From an optimization exercise on the open Yosys and OpenROAD flow, aimed at small area; shortcuts taken in it are not production practice.
At most, simulation tests tie the RTL to the original design; equivalence was not proved.
Power figures rest on the tool's default switching activity, not on a simulated workload.

==> inputs of job 9176 <==
## data_loader
module data_loader(
    input wire CLK,
    input wire [7:0] data,
    input wire [1:0] ctrl_logic,
    output reg [255:0] res_mat
);
    wire [7:0] data_out;
    DflopX4 data_flop(CLK, data, data_out);
    reg n4, n3;
    wire n2 = ~n4 & ~n3;
    reg [1:0] row, col;
    reg       phb;
    reg       done;
    wire cmd_data  = (ctrl_logic == 2'd0);
    wire cmd_head  = (ctrl_logic == 2'd1);
    wire cmd_clear = (ctrl_logic == 2'd2);
    wire [1:0] nm1 = n4 ? 2'd3 : (n3 ? 2'd2 : 2'd1);
    wire col_last = (col == nm1);
    wire row_last = (row == nm1);
    always @(posedge CLK) begin
        if (cmd_head) begin
            n4 <= data_out[2];
            n3 <= data_out[1] & data_out[0];
        end
    end
    always @(posedge CLK) begin
        done <= cmd_data & phb & col_last & row_last;
        if (cmd_clear) begin
            row <= 2'd0;
            col <= 2'd0;
            phb <= 1'b0;
        end else if (cmd_data) begin
            if (col_last) begin
                col <= 2'd0;
                if (row_last) begin
                    row <= 2'd0;
                    phb <= 1'b1;
                end else begin
                    row <= row + 2'd1;
                end
            end else begin
                col <= col + 2'd1;
  ...
==> flow/config.mk <==
export PLATFORM = sky130hd
export DESIGN_NAME = data_loader
export DESIGN_NICKNAME = data_loader
export VERILOG_FILES = /design/flow/design.v
export SDC_FILE = /design/flow/constraint.sdc
export NUM_CORES = 4
export LEC_CHECK = 0
export CAP_MARGIN = 20
export CORE_MARGIN = 2
export CORE_UTILIZATION = 40
export SLEW_MARGIN = 20
==> flow/constraint.sdc <==
create_clock -name core_clock -period 10.0 [get_ports {CLK}]
set_input_delay 2.0000 -clock core_clock [delete_from_list [all_inputs] [get_ports {CLK}]]
set_output_delay 2.0000 -clock core_clock [all_outputs]
set_load 0.01 [all_outputs]
standard.sh (not shown) runs the stock make flow with config.mk's settings and CLKGATE_MAP_FILE= SYNTH_SCRIPT=/design/flow/synth_recipe.tcl, a recipe that flattens the netlist after the stock synthesis.
==> flow/flow/run.sh <==
#!/bin/bash
# The standard layout, with two changes to how it is made:
#  - ports are buffered with buf_1 rather than the resizer's default buffer;
#  - clock tree synthesis inserts no dummy loads and builds from clkbuf_4;
set -euo pipefail
bash standard.sh \
  "BUFFER_PORTS_ARGS=-buffer_cell sky130_fd_sc_hd__buf_1" \
  "CTS_ARGS=-sink_clustering_enable -repair_clock_nets -dont_use_dummy_load -buf_list sky130_fd_sc_hd__clkbuf_4" \
  finish > make.log 2>&1
==> job 8825 (differences from job 9176) <==
==> flow/flow/run.sh (replaced) <==
#!/bin/bash
# The standard layout, with three changes to how it is made:
#  - ports are buffered with buf_1 rather than the resizer's default buffer;
#  - clock tree synthesis inserts no dummy loads and builds from clkbuf_4;
#  - after global routing, cells off the critical paths are downsized.
set -euo pipefail
bash standard.sh \
  "BUFFER_PORTS_ARGS=-buffer_cell sky130_fd_sc_hd__buf_1" \
  "CTS_ARGS=-sink_clustering_enable -repair_clock_nets -dont_use_dummy_load -buf_list sky130_fd_sc_hd__clkbuf_4" \
  "RECOVER_POWER=100" \
  finish > make.log 2>&1
==> job 4211 (differences from job 9176) <==
==> flow/run.sh (new file) <==
#!/bin/bash
# synth_recipe.tcl (not shown) runs the flow's synth.tcl, then flattens the netlist and writes it again
# the make line also repeats each setting of config.mk as NAME=value (left out here)
make -C /OpenROAD-flow-scripts/flow DESIGN_CONFIG=/design/flow/config.mk WORK_HOME=/design/flow/orfs CLKGATE_MAP_FILE= SYNTH_SCRIPT=/design/flow/synth_recipe.tcl finish
CORE_UTILIZATION = 60   (was 40)
CTS_BUF_LIST = sky130_fd_sc_hd__clkbuf_4   (was not set)
removed: flow/flow/run.sh
removed: flow/standard.sh
==> job 769 (differences from job 9176) <==
==> flow/run.sh (new file) <==
#!/bin/bash
# synth_recipe.tcl (not shown) runs the flow's synth.tcl, then flattens the netlist and writes it again
# the make line also repeats each setting of config.mk as NAME=value (left out here)
make -C /OpenROAD-flow-scripts/flow DESIGN_CONFIG=/design/flow/config.mk WORK_HOME=/design/flow/orfs CLKGATE_MAP_FILE= SYNTH_SCRIPT=/design/flow/synth_recipe.tcl finish
removed: flow/flow/run.sh
removed: flow/standard.sh
==> impl_metrics.toml <==
[placement]
gp_congestion = 0.8283

[status]
status = "finished clean"

[power_and_ir_drop]
combPwrFrac = 0.241
vdd_drop_max_mv = 0.09646

[timing]
fmax_ghz = 0.1176
fin_crit_ps = 8503
finalWorstSetupSlack_ps = 1497
worst_pin_slew_ps = 1058

[cells_and_area]
layout_common_cells = "642 x edfxtp_1, 266 x buf_1, 248 x fa_1"

[global_route]
grt_pass1_wl_mm = 106.5

[hold_path]
holdPathEnd = "a[13][2]"

[critical_path]
r2r_setup_slack_ps = 1500
reg2regPathDepth = 28

[routing]
met2_length_mm = 34.93

[clocking]
clk_latency_ps = 990
# the run above: job 9176

==> impl_metrics.toml <==
[timing]
finalWorstSetupSlack_ps = 1523
worst_pin_slew_ps = 1079

[status]
status = "finished clean"

[critical_path]
reg2regPathDepth = 31

[power_and_ir_drop]
vdd_drop_max_mv = 0.1051
combPwrFrac = 0.209

[hold_path]
holdPathEnd = "a[5][1]"

[placement]
gp_congestion = 0.8366

[global_route]
grt_pass1_wl_mm = 107.0
# the run above: job 769

==> impl_metrics.toml <==
[hold_path]
holdPathEnd = "a[14][4]"

[power_and_ir_drop]
top_power_group = "sequential cells"
combPwrFrac = 0.229

[timing]
fmax_ghz = 0.1214
worst_pin_slew_ps = 1025
fin_crit_ps = 8237
finalWorstSetupSlack_ps = 1763

[global_route]
grt_pass1_wl_mm = 104.4

[cells_and_area]
layout_common_cells = "642 x edfxtp_1, 266 x clkdlybuf4s50_1, 248 x fa_1"

[critical_path]
r2r_setup_slack_ps = 1760

[clocking]
clk_latency_ps = 1010

[routing]
met2_length_mm = 33.71

[status]
status = "finished clean"

[placement]
gp_congestion = 0.8700
# the run above: job 4211

==> impl_metrics.toml <==
[timing]
fin_crit_ps = 8662
slew_violations = 729
worst_pin_slew_ps = 4443
finalWorstSetupSlack_ps = 1338

[power_and_ir_drop]
combPwrFrac = 0.240
vdd_drop_max_mv = 0.09542

[run]
max_cap_viol_count = 13

[cells_and_area]
layout_common_cells = "642 x edfxtp_1, 264 x buf_1, 248 x fa_1"

[status]
status = "finished with violations"
check.faults = "capacitance limit, slew limit"

[routing]
met2_length_mm = 34.75

[placement]
gp_congestion = 0.8283

[clocking]
clk_latency_ps = 980
# the run above: job 8825

No functional check of the RTL was part of any run of this note.

==> inputs of 08-18 <==
data_loader, a different RTL version from the one above (not shown whole).
clock: 10.0 ns
lec_check: 0
cap_margin: 20
core_margin: 2
core_utilization: 40
slew_margin: 20
run.sh (not shown) runs the stock make flow with config.mk's settings and CLKGATE_MAP_FILE= SYNTH_SCRIPT=/design/flow/synth_recipe.tcl, a recipe that flattens the netlist after the stock synthesis.
Stock flow here: none of the scripts above is used.
==> inputs of 01-10, as changes to 08-18 <==
Settings changed: ABC_AREA set to 1.
==> notes.md <==
Via count: 01-10 is higher than 08-18 (about 16%).
Between 01-10 and 08-18, the lower core utilization is in 01-10 (gap 0.63 points).
Against 01-10, the global-route usage of 08-18 is lower by 1.0 points.
Between 08-18 and 01-10, the lower critical path depth is in 08-18 (gap 1).
Setup slack: 08-18 is better than 01-10 (0.43 ns).
Between 08-18 and 01-10, the lower combinational power is in 08-18 (gap about 60%, measured against 01-10).
==> figures <==
item                                                                                      08-18                   01-10
Library cell contributing the largest single delay on the critical path  sky130_fd_sc_hd__buf_4  sky130_fd_sc_hd__inv_2
Fraction of standard cell area in multi-input logic                                      29.71%                  27.97%
Post-synthesis sequential area ratio                                                     59.84%                  58.92%
Area of the multi-input gates                                                         11640 µm²               11010 µm²
IR Drop Worst-Case VDD                                                                0.1108 mV               0.1445 mV
Die area                                                                              84010 µm²               85310 µm²
Worst path required time                                                               10.37 ns                10.33 ns
Result of the run                                                      timing/DRC/antenna clean  timing/DRC/antenna clean
Area of all placed cells without fillers                                              39170 µm²               39340 µm²
Power of the combinational group                                                        1940 µW                 4760 µW
FF+latch area                                                                         19560 µm²               19560 µm²
Wire length after detailed routing                                                     79440 µm                84820 µm
Number of clock buffer instances in the layout                                               85                      91
Setup ws final                                                                         3.745 ns                3.312 ns

==> inputs of run Z <==
data_loader, a different RTL version from the one above (not shown whole).
Design data_loader, start of the top module:
module data_loader(
    input wire CLK,
    input wire [7:0] data,
    input wire [1:0] ctrl_logic,
    output reg [255:0] res_mat
);
    wire [7:0] data_out;
    DflopX4 data_flop(CLK, data, data_out);
    reg n4, n3;
    wire n2 = ~n4 & ~n3;
    reg [1:0] row, col;
    reg       phb;
    reg       done;
    wire cmd_data  = (ctrl_logic == 2'd0);
    wire cmd_head  = (ctrl_logic == 2'd1);
    wire cmd_clear = (ctrl_logic == 2'd2);
    wire [1:0] nm1 = n4 ? 2'd3 : (n3 ? 2'd2 : 2'd1);
    wire col_last = (col == nm1);
    wire row_last = (row == nm1);
    always @(posedge CLK) begin
        if (cmd_head) begin
            n4 <= data_out[2];
            n3 <= data_out[1] & data_out[0];
        end
    end
    always @(posedge CLK) begin
        done <= cmd_data & phb & col_last & row_last;
        if (cmd_clear) begin
            row <= 2'd0;
            col <= 2'd0;
            phb <= 1'b0;
        end else if (cmd_data) begin
            if (col_last) begin
                col <= 2'd0;
                if (row_last) begin
                    row <= 2'd0;
                    phb <= 1'b1;
                end else begin
                    row <= row + 2'd1;
                end
            end else begin
                col <= col + 2'd1;
            end
        end
    end
    reg  [7:0] a   [0:15];
    wire [7:0] a_d [0:15];
    wire sh_a = cmd_data & (~phb | col_last);
  ...
==> flow/config.mk <==
export PLATFORM = sky130hd
export DESIGN_NAME = data_loader
export DESIGN_NICKNAME = data_loader
export VERILOG_FILES = /design/flow/design.v
export SDC_FILE = /design/flow/constraint.sdc
export NUM_CORES = 4
export LEC_CHECK = 0
export CAP_MARGIN = 20
export CORE_MARGIN = 2
export CORE_UTILIZATION = 40
export SLEW_MARGIN = 20
export SYNTH_HIERARCHICAL = 1
==> flow/constraint.sdc <==
create_clock -name core_clock -period 10.0 [get_ports {CLK}]
set_input_delay 2.0000 -clock core_clock [delete_from_list [all_inputs] [get_ports {CLK}]]
set_output_delay 2.0000 -clock core_clock [all_outputs]
set_load 0.01 [all_outputs]
standard.sh (not shown) runs the stock make flow with config.mk's settings and CLKGATE_MAP_FILE= SYNTH_SCRIPT=/design/flow/synth_recipe.tcl, a recipe that flattens the netlist after the stock synthesis.
==> flow/flow/run.sh <==
#!/bin/bash
# The standard layout, with three changes to how it is made:
#  - before floorplanning, combinational cells go to drive strength 1
#    (flow/downsize.tcl); the resizer upsizes where needed;
#  - ports are buffered with buf_1 rather than the resizer's default buffer;
#  - clock tree synthesis inserts no dummy loads and builds from clkbuf_4,
#    with clusters of at most 8 sinks within 40 um.
set -euo pipefail
bash standard.sh \
  "PRE_FLOORPLAN_TCL=$PWD/flow/downsize.tcl" \
  "BUFFER_PORTS_ARGS=-buffer_cell sky130_fd_sc_hd__buf_1" \
  "CTS_ARGS=-sink_clustering_enable -repair_clock_nets -dont_use_dummy_load -buf_list sky130_fd_sc_hd__clkbuf_4 -sink_clustering_size 8 -sink_clustering_max_diameter 40" \
  finish > make.log 2>&1
==> flow/flow/downsize.tcl <==
# Before floorplanning: give every combinational cell that synthesis mapped
# at a drive strength above 1 its drive-strength-1 version. Flip-flops and
# buffers are left alone; the resizer upsizes again wherever slew, capacitance
# or timing need it.
set db [ord::get_db]
set n 0
foreach inst [[ord::get_db_block] getInsts] {
  set name [[$inst getMaster] getName]
  if {![regexp {^(sky130_fd_sc_hd__([a-z0-9]+))_([0-9]+)$} $name -> base fn size]} { continue }
  if {$size <= 1} { continue }
  if {[string match "df*" $fn] || [string match "edf*" $fn] || [string match "*buf*" $fn] || [string match "*dly*" $fn]} { continue }
  set new [$db findMaster ${base}_1]
  if {$new == "NULL"} { continue }
  if {[$inst swapMaster $new]} { incr n }
}
puts "downsize.tcl: $n cells set to drive strength 1"
==> run Y: changes against run Z <==
==> flow/flow/run.sh (replaced) <==
#!/bin/bash
# The standard layout, with three changes to how it is made:
#  - before floorplanning, combinational cells go to drive strength 1
#    (flow/downsize.tcl); the resizer upsizes where needed;
#  - ports are buffered with buf_1 rather than the resizer's default buffer;
#  - clock tree synthesis inserts no dummy loads and builds from clkbuf_4,
#    with clusters of at most 8 sinks within 60 um.
set -euo pipefail
bash standard.sh \
  "PRE_FLOORPLAN_TCL=$PWD/flow/downsize.tcl" \
  "BUFFER_PORTS_ARGS=-buffer_cell sky130_fd_sc_hd__buf_1" \
  "CTS_ARGS=-sink_clustering_enable -repair_clock_nets -dont_use_dummy_load -buf_list sky130_fd_sc_hd__clkbuf_4 -sink_clustering_size 8 -sink_clustering_max_diameter 60" \
  finish > make.log 2>&1
CORE_UTILIZATION = 75   (was 40)
==> summary.md <==
| Metric | Value |
|---|---|
| Setup slack at placement | 813 ps |
| Worst min-delay path startpoint | a[12][3]$_DFF_P_ |
| Wire length on met2 | roughly 36 mm |
| Routed wl met3 | between 8 and 9 mm |
| Total power after layout | 5.80 mW |
| Tapcells | ~470 |
| Ant. Diodes | 3 |
| Gp weighted congestion | a little over 0.9 |
| DR WL/cell | approximately 26 um |
| Placement-stage cell area | between 0.02 and 0.03 mm^2 |
| Outcome | finished clean |
| Multi-input combinational area share | between 40% and 50% |
| Clock group share of total power | 21.5% |
The numbers above come from run Y.

==> summary.md <==
| Metric | Value |
|---|---|
| Multi-input combinational area share | 44.2% |
| Total power after layout | ~6 mW |
| CTS tree | yes |
| Worst min-delay path startpoint | a[12][7]$_DFF_P_ |
| Yosys synthesis chip area | between 0.02 and 0.03 mm^2 |
| Wire length on met2 | 40.6 mm |
| Gp weighted congestion | slightly below 0.9 |
| Tapcells | slightly below 900 |
| Busiest layer in global routing | met2 |
| WP depth | 22 |
| Placement-stage cell area | 0.0294 mm^2 |
| Routed wl met3 | between 6 and 7 mm |
| Ant. Diodes | 2 |
| Outcome | finished clean |
| Post-Synth Simple-Gate Area | between 5 and 6% |
| Ys Warns | 12 |
| DR WL/cell | ~25 um |
The numbers above come from run Z.

-- afterwards: timing with drivers on the ports --
How much do the figures lean on ideal ports? The routed layouts below were timed once more, with nothing changed but the port constraints.
Step 1 assumes that a clkbuf_16 drives the clock port and a buf_2 every other input.
Step 2, shift: input delay + t, output delay - t, t = (earliest + latest rising clock arrival at the registers) / 2. This alone moves slack from input paths to output paths.
Slacks: ideal ports / drivers / drivers and shift; pairs: ideal ports / drivers.
run	t, ns	slack for setup (ns)	latest minus earliest clock arrival (ns)
job 9176	0.986	1.497 / 1.497 / 1.497	0.134 / 0.134
job 8825	0.980	1.338 / 1.338 / 0.979	0.132 / 0.131
job 4211	1.037	1.763 / 1.763 / 1.763	0.054 / 0.054
job 769	0.672	1.523 / 1.523 / 1.523	0.024 / 0.024
08-18	0.679	3.745 / 3.745 / 3.745	0.021 / 0.022
01-10	0.664	3.312 / 3.312 / 3.312	0.022 / 0.022
run Z	0.923	0.903 / 0.903 / 0.903	0.123 / 0.124
run Y	0.839	0.680 / 0.680 / 0.680	0.103 / 0.103
The setup slack of job 8825, which loses most, moves by 0.000 ns with the drivers and by -0.359 ns with both steps.
